What follows belongs to an exercise in optimizing a design on an open flow for small area, a short achievable clock period and few clock cycles per item; a production flow would make more cautious choices. Function was checked by simulation only, so behaviour that the tests miss may differ from the original. Power and IR drop assume default switching activity.

===== flow/design.v =====
module display (
    input  logic [3:0] data,
    output logic [6:0] segments
);
    always_comb begin
        case (data)
            4'b0000: segments = 7'b1111110;  
            4'b0001: segments = 7'b0110000;  
            4'b0010: segments = 7'b1101101;  
            4'b0011: segments = 7'b1111001;  
            4'b0100: segments = 7'b0110011;  
            4'b0101: segments = 7'b1011011;  
            4'b0110: segments = 7'b1011111;  
            4'b0111: segments = 7'b1110000;  
            4'b1000: segments = 7'b1111111;  
            4'b1001: segments = 7'b1110011;  
            default: segments = 7'b0000000;
        endcase
    end
endmodule
module control (
    input  logic [2:0]  position,
    input  logic [3:0]  digit,
    input  logic        clock,
    input  logic        reset,
    output logic [63:0] segments_out
);
    logic [6:0] seg_in;
    logic [6:0] seg [8];
    display dec (.data(digit), .segments(seg_in));
    always_ff @(posedge clock or posedge reset) begin
        if (reset) begin
            for (int i = 0; i < 8; i++) seg[i] <= 7'b1111110;  
        end else begin
            seg[position] <= seg_in;
        end
    end
    always_comb begin
        for (int i = 0; i < 8; i++) segments_out[8*i +: 8] = {seg[i], 1'b0};
    end
endmodule
module calculadora (
    input  logic [3:0]  cmd,
    input  logic        clock,
    input  logic        reset,
    output logic [1:0]  status,
    output logic [3:0]  data,
    output logic [2:0]  position,
    output logic [31:0] result
);
    localparam logic [3:0] CMD_RES = 4'b1110, CMD_CLR = 4'b1111;
    logic s_idle, s_ina, s_op, s_inb, s_done, s_err;
    logic [26:0] x;        
    logic [31:0] vs, vc;   
    logic        mul, add, sub;   
    logic [31:0] acc;
    logic [3:0]  data_r;
    logic [2:0]  pos_r;
    wire is_dig = (cmd <= 4'd9);
    wire is_op  = (cmd == 4'd10) || (cmd == 4'd11) || (cmd == 4'd12);
    wire is_res = (cmd == CMD_RES);
    wire is_clr = (cmd == CMD_CLR);
    wire full   = (pos_r == 3'd7);    
    wire in_num = s_ina | s_inb;
    wire [26:0] xg   = s_ina ? x : 27'd0;
    wire [2:0]  lo_a = cmd[3] ? 3'b111 : cmd[2:0];
    wire        lo_b = cmd[3];
    wire        cin  = cmd[3] & cmd[0];
    wire [27:0] xsum = {xg[23:0], lo_a, 1'b1} + {xg[25:0], lo_b, cin};
    wire [26:0] x_next = xsum[27:1];
    wire [31:0] a32 = {5'd0, x};
    wire [31:0] hs  = s_op ? 32'd0 : vs;
    wire [31:0] hc  = s_op ? 32'd0 : vc;
    wire [2:0]  lo1 = mul ? {2'b00, cmd[1] & cmd[0]}                  
                          : (cmd[3] ? {2'b11, cmd[0]} : cmd[2:0]);
    wire [2:0]  lo3 = mul ? 3'd0 : (s_inb ? {cmd[3], ~cmd[3], 1'b0} : {1'b0, cmd[3], 1'b0});
    wire [31:0] u1 = {hs[28:0], lo1};
    wire [31:0] u2 = {hs[30:0], 1'b0};
    wire [31:0] u3 = {hc[28:0], lo3};
    wire [31:0] u4 = {hc[30:0], 1'b0};
    wire        sel8 = cmd[3] | (cmd[2] & cmd[1] & cmd[0]);
    wire        sel4 = ~cmd[3] & (cmd[2] ^ (cmd[1] & cmd[0]));
    wire [31:0] u5 = mul ? (sel8 ? {a32[28:0], 3'b000} : sel4 ? {a32[29:0], 2'b00} : 32'd0)
                   : s_inb ? (add ? ~{a32[28:0], 3'b000} : {a32[28:0], 3'b111})
                   : 32'd0;
    wire        inv6 = (add & s_inb) | (sub & s_op);
    logic [31:0] u6;
    always_comb begin
        if (!mul) u6 = a32 ^ {32{inv6}};
        else case (cmd[1:0])
            2'd0: u6 = 32'd0;
            2'd1: u6 = a32;
            2'd2: u6 = {a32[30:0], 1'b0};
            2'd3: u6 = ~a32;
        endcase
    end
    function automatic logic [63:0] csa(input logic [31:0] a, b, c);
        logic [31:0] s, cy;
        s  = a ^ b ^ c;
        cy = (a & b) | (a & c) | (b & c);
        csa = {s, cy[30:0], 1'b0};
    endfunction
    wire [63:0] l1a = csa(u1, u2, u3);
    wire [63:0] l1b = csa(u4, u5, u6);
    wire [63:0] l2  = csa(l1a[63:32], l1a[31:0], l1b[31:0]);
    wire [63:0] l3  = csa(l2[63:32], l2[31:0], l1b[63:32]);
    wire [31:0] r = vs + vc;
    wire [31:0] r_next = sub ? ~(r & {32{r[31]}}) : r;
    always_ff @(posedge clock) begin
        if (is_dig & (s_idle | s_ina)) x <= x_next;
        if (is_dig & (s_op | s_inb)) begin
            vs <= l3[63:32];
            vc <= l3[31:0];
        end
        if ((s_ina | s_op) & is_op) begin
            mul <= (cmd == 4'd12);
            add <= (cmd == 4'd10);
            sub <= (cmd == 4'd11);
        end
    end
    always_ff @(posedge clock or posedge reset) begin
        if (reset) begin
            s_idle <= 1'b1; s_ina <= 1'b0; s_op <= 1'b0;
            s_inb  <= 1'b0; s_done <= 1'b0; s_err <= 1'b0;
            acc    <= 32'd0;
            data_r <= 4'd0;
            pos_r  <= 3'd0;
        end else begin
            if (s_idle) begin
                if (is_dig) begin s_idle <= 1'b0; s_ina <= 1'b1; end
            end
            if (s_ina) begin
                if (is_op) begin s_ina <= 1'b0; s_op <= 1'b1; end
                else if (is_dig & full) begin s_ina <= 1'b0; s_err <= 1'b1; end
                else if (is_clr) begin s_ina <= 1'b0; s_idle <= 1'b1; end
            end
            if (s_op) begin
                if (is_dig) begin s_op <= 1'b0; s_inb <= 1'b1; end
                else if (is_clr) begin s_op <= 1'b0; s_idle <= 1'b1; end
                else if (is_res) begin s_op <= 1'b0; s_err <= 1'b1; end
            end
            if (s_inb) begin
                if (is_res) begin s_inb <= 1'b0; s_done <= 1'b1; end
                else if (is_dig & full) begin s_inb <= 1'b0; s_err <= 1'b1; end
                else if (is_clr) begin s_inb <= 1'b0; s_op <= 1'b1; end
            end
            if (s_done) begin
                if (is_clr | is_dig) begin s_done <= 1'b0; s_idle <= 1'b1; end
            end
            if (s_err) begin
                if (is_clr) begin s_err <= 1'b0; s_idle <= 1'b1; end
            end
            if (s_inb & is_res) acc <= r_next;
            if (is_dig & (s_idle | s_op)) begin
                data_r <= cmd; pos_r <= 3'd0;
            end else if (is_dig & in_num & ~full) begin
                data_r <= cmd; pos_r <= pos_r + 3'd1;
            end else if (is_op & s_ina) begin
                data_r <= CMD_CLR; pos_r <= 3'd0;
            end else if (is_op & s_op) begin
                data_r <= cmd; pos_r <= 3'd0;
            end else if (is_clr & s_ina) begin
                pos_r <= 3'd0;
            end else if (is_clr & (s_op | s_inb | s_done | s_err)) begin
                data_r <= CMD_CLR; pos_r <= 3'd0;
            end
        end
    end
    assign status   = {s_err, 1'b0};
    assign data     = data_r;
    assign position = pos_r;
    assign result   = acc;
endmodule
module calculadora_top (
    input logic clock,      
    input logic reset,      
    input logic [3:0] cmd,  
    output logic [1:0] status,
    output logic [3:0] data,
    output logic [3:0] position,
    output logic [63:0] segments,
    output logic [31:0] result
);
    logic [2:0] pos3;
    calculadora dut_calculadora (
        .clock(clock),
        .reset(reset),
        .cmd(cmd),
        .status(status),
        .data(data),
        .position(pos3),
        .result(result)
    );
    control dut_control (
        .clock(clock),
        .reset(reset),
        .position(pos3),
        .digit(data),
        .segments_out(segments)
    );
    assign position = {1'b0, pos3};
endmodule

===== flow/flow/run.sh =====
#!/bin/bash
# The standard layout (standard.sh, unchanged synthesis), with the port
# buffers made of a plain buffer cell instead of the one buffer_ports picks.
set -uo pipefail
export BUFFER_PORTS_ARGS="-buffer_cell sky130_fd_sc_hd__buf_1"
bash standard.sh > standard.log 2>&1

===== flow/standard.sh =====
#!/bin/bash
# synth_recipe.tcl (not shown) runs the flow's synth.tcl, then flattens the netlist and writes it again
# the make line also repeats each setting of config.mk as NAME=value (left out here)
make -C /OpenROAD-flow-scripts/flow DESIGN_CONFIG=/design/flow/config.mk WORK_HOME=/design/flow/orfs CLKGATE_MAP_FILE= SYNTH_SCRIPT=/design/flow/synth_recipe.tcl "${@:-finish}"

===== flow/config.mk =====
export PLATFORM = sky130hd
export DESIGN_NAME = calculadora_top
export DESIGN_NICKNAME = calculadora_top
export VERILOG_FILES = /design/flow/design.v
export SDC_FILE = /design/flow/constraint.sdc
export NUM_CORES = 4
export LEC_CHECK = 0
export CAP_MARGIN = 20
export CORE_MARGIN = 2
export CORE_UTILIZATION = 40
export PLACE_DENSITY = 0.6
export SETUP_SLACK_MARGIN = 1.6
export SLEW_MARGIN = 20

===== flow/constraint.sdc =====
create_clock -name core_clock -period 5.0 [get_ports {clock}]
set_input_delay 1.0000 -clock core_clock [delete_from_list [all_inputs] [get_ports {clock}]]
set_output_delay 1.0000 -clock core_clock [all_outputs]
set_load 0.01 [all_outputs]

==> summary.txt <==
Clock tree
Hold repair after CTS inserted 0 buffers. The clock passes through at most 2 buffers. The number of H-tree levels is 4. Clock-pin slew was measured on the worst setup and hold paths at 0.08 ns. Clock tree synthesis inserted a total of 17 buffers. The insertion delay of the later-clocked pin in the worst-skew pair is 0.47 ns. The cell at the root of the clock tree is sky130_fd_sc_hd__clkbuf_16. The TritonCTS clock tree is built. The clock net in this run drives a total of 194 sinks.

Global route
The aggregate global routing overflow is 0. Entering global routing, the biggest net connects 71 pins. The number of global-route vias before repair is 10599. The wire length of the first global-routing pass is 57100 um. The number of antenna violations at the first check in global routing is 1. For this run, the total global-route usage over all layers was measured as 0.185.

Finish
Of the cells placed in the final design, the portion with a size suffix greater than 1 is 0.138. The diode insertion count for antenna repair is 0. The final layout contains 1828 nets. For this run, the share of the core covered by cells in the final layout is 0.458. The layout overhead on the synthesized area is 13.5%. The post-route cell area is 17200 um2. Fill cells in the final layout number 3650.

Timing
The worst max-slew margin expressed relative to the limit is 0.356. Across all setup checks in the final design, the least slack found is 1.57 ns. The max-slew violation count was 0.

On the final layout, the worst clock skew is 0.0104 ns. In the final timing run, aggregate negative setup slack is 0 ns. For this run, the top clock speed supported by timing is 292 MHz.

Setup violations remaining at the end of the flow were counted as 0. Of the available clock period, the critical path in the final layout requires 0.685. The final number of hold-violating endpoints was 0. Setup repair after global routing could not meet its margin everywhere.

At the pin with the least slew margin, the transition time is 0.958 ns. The final period demand of the worst path is 3.43 ns.

Hold path
The worst hold path belongs to the class flip-flop to flip-flop. The count of cells along the worst hold path is 2.

Floorplanning
The floorplan step set the die height to 198 um. In this run the core area contains 71 standard-cell rows. The floorplan step set the die width to 198 um. The number of primary I/O pins is 112. The floorplan core area is 37500 um2. The floorplan step defined a die boundary enclosing 39400 um2. The initial core utilization is 0.404.

Drt
The initial detailed-routing violation count is 662. The routed wire length is 36600 um. In the detailed route, the total length drawn on met2 is 16600 um. After detailed routing, the met3 layer carries 1700 um of wire. The number of design rule violations left after detail routing is 0. The via-per-instance ratio is 5.19. Before antenna repair, the detailed router went through 5 iterations. After detailed routing, the wire length on met1 is 17800 um. The total number of vias is 11182. The wire length per cell after detailed routing is 17.0 um. Once detail routing completed, the nets flagged for antenna violations numbered 0. The detailed router used layers up to and including met4.

Worst setup path
At the worst endpoint, the required time is 5.31 ns. STA classifies the critical path startpoint as a flip-flop. For the worst flop-to-flop path, the logic depth is 12. The nature of the critical path endpoint is a flip-flop.

The maximum net fanout on the critical path is 5. The critical path is of the flip-flop to flip-flop type. The arrival time of the worst setup path is 3.74 ns.

Placed design
The HPWL after detailed placement is 27100 um. The pre-CTS setup slack is 0.590 ns. The placed instances occupy a cell area of 16100 um2. The port buffer count is 101. At the end of routability-driven placement, the weighted congestion stood at 0.827.

Power and ir drop
For this design the ratio of total power to cell area is 401 nW/um2. The maximum VDD drop is 0.000279 V. In this run the static leakage power is 7.20 nW.

Outcome
The run finished with no timing, DRC or antenna violations.

Synth
After synthesis, the mean cell area works out to 9.73 um2. For this run, the number of Yosys warnings is 4. The count of unique library cells instantiated by Yosys is 69.

The share of the Yosys chip area taken by registers is 0.356. Summing every instance area after synthesis gives 15100 um2. The count of flip-flops with a built-in enable after synthesis is 93. The gate count after technology mapping is 1554.

For this run, asynchronously set or reset flops after synthesis account for 0.521. The most used flip-flop cell after synthesis is sky130_fd_sc_hd__edfxtp_1. The flip-flop and latch count after synthesis is 194.

Job
The tool flagged a number of max-cap violations equal to 0.
==> layer usage <==
layer  vias up  track usage
li1       5435            -
met1      5442        0.272
met3        32       0.0309
met4         0       0.0564
met5         -            0
met2       273        0.281
==> path summary, 6_finish.rpt <==
| path | from | to | slack (ns) |
|---|---|---|---|
| max | dut_calculadora.vc[1] | dut_calculadora.acc[25] | 1.57 |
| min | dut_control.seg[7][3] | dut_control.seg[7][3] | 0.47 |
| max reg2reg | dut_calculadora.vc[1] | dut_calculadora.acc[25] | 1.57 |
| min reg2reg | dut_control.seg[7][3] | dut_control.seg[7][3] | 0.47 |
| max in group asynchronous | reset | dut_calculadora.s_ina | 3.40 |
| min in group asynchronous | reset | dut_calculadora.acc[28] | 0.65 |
==> worst max-delay path: stages (launching register included) <==
cell and delay [ns]:
sky130_fd_sc_hd__edfxtp_1 0.47, sky130_fd_sc_hd__ha_2 0.23, sky130_fd_sc_hd__fa_2 0.34, sky130_fd_sc_hd__a21o_1 0.20, sky130_fd_sc_hd__a221oi_4 0.30, sky130_fd_sc_hd__o211ai_2 0.14, sky130_fd_sc_hd__nand4bb_1 0.18, sky130_fd_sc_hd__a211o_1 0.19
sky130_fd_sc_hd__a21o_1 0.20, sky130_fd_sc_hd__a21oi_4 0.11, sky130_fd_sc_hd__or4b_4 0.63, sky130_fd_sc_hd__mux2i_1 0.20, sky130_fd_sc_hd__o21ai_1 0.07
==> synthesized netlist by cell type (all sizes together), types with 31 or more instances <==
cell type / instances / area, um2
edfxtp: 93 / 2790
dfstp: 49 / 1290
xnor2: 63 / 552
mux2i: 31 / 310
inv: 160 / 601
clkbuf: 64 / 240
ha: 75 / 938
a22oi: 41 / 308
fa: 117 / 2340
a21oi: 88 / 440
dfrtp: 52 / 1300
nor2: 84 / 315
nand2b: 65 / 407
nand2: 142 / 533
o21ai: 162 / 811
==> area by class of cell <==
cell class	count	area (um2)	area share
timing repair buffer	134	709	0.0413
clock buffer	17	425	0.0248
tap	511	639	0.0372
clock inverter	15	221	0.0129
sequential	194	5390	0.314
multi-input combinational	1122	9170	0.534
inverter	161	619	0.0361
==> cell usage in the layout, fill, tap and decap left out, drive strengths merged, types with 6 or more instances in the layout <==
master  instances
nand2         142
nor2b          15
buf           132
nand4           6
a21oi          88
o21bai          8
and3            8
o21ai         162
inv           169
a31oi          18
a22oi          41
fa            117
mux2i          31
nand3          17
mux2            6
xor2           27
dfstp          49
ha             75
a21o           27
xnor2          63
nor2           84
and2           23
edfxtp         93
a211oi          7
dfrtp          52
clkbuf         19
nand2b         65
o211ai         21
conb           10
==> power breakdown <==
part / internal [W] / total, W / switching [W]
Sequential: 0.00231 / 0.00260 / 0.000289
Combinational: 0.00110 / 0.00280 / 0.00170
Clock: 0.000708 / 0.00149 / 0.000780
==> cells by family after synthesis <==
family / share of synthesized area
compound gates: 0.164
xor+xnor: 0.0521
simple gates: 0.119
flops: 0.356
fa+ha+maj: 0.217
other cells: 0.000248
buf+inv: 0.0673
mux: 0.0250
==> metrics by stage <==
step | std cells | hold slack [ns] | total power [W]
after floorplan | 1563 | 0.470 | 0.00454
after global placement | 2100 | 0.459 | 0.00527
after detailed placement | 2100 | 0.458 | 0.00536
after CTS | 2142 | 0.473 | 0.00690
after global routing | 2154 | 0.493 | 0.00746
final | 2154 | 0.471 | 0.00689
==> sequential cells by signal, indices dropped and copies added, names as in the netlist, 3 cells and up <==
| name | flops |
|---|---|
| dut_calculadora.x | 27 |
| dut_calculadora.data_r | 4 |
| dut_calculadora.vs | 32 |
| dut_calculadora.acc | 32 |
| dut_calculadora.pos_r | 3 |
| dut_control.seg | 56 |
| dut_calculadora.vc | 31 |
==> what timing repair did <==
action                                  4_1_cts  5_1_grt
setup buffers                                 7        8
cloned                                        3        4
resized for setup                            25       38
pin swaps                                    11       12
endpoints found under the setup margin       86       81
Testbench counts, summed over its fixed seeds: cycles 18,612, ops 1,600.

## separate check: timing with driven ports
The flow's constraints put no driver on any port. The routed layout listed below was extracted and timed again, unchanged, in two steps.
Step 1: set_driving_cell puts a clkbuf_16 on clock and a buf_2 on each other input, an assumption about the parent block.
Step 2 adds t to the input delays and takes it off the output delays; t is the mean of the earliest and latest rising clock arrival at the registers after step 1. Input paths then give back, and output paths get back, about the clock's delay inside the block.
Three values: no drivers, after step 1, after step 2; two values: the first two.
t, ns: 0.515
setup slack, ns: 1.573 / 1.573 / 1.158
worst setup path after step 2: input to register
cell pins on the clock port's net: 1
After both steps setup and hold are still met in this run. The setup slack of this run moves by 0.000 ns with the drivers and by -0.415 ns with both steps.
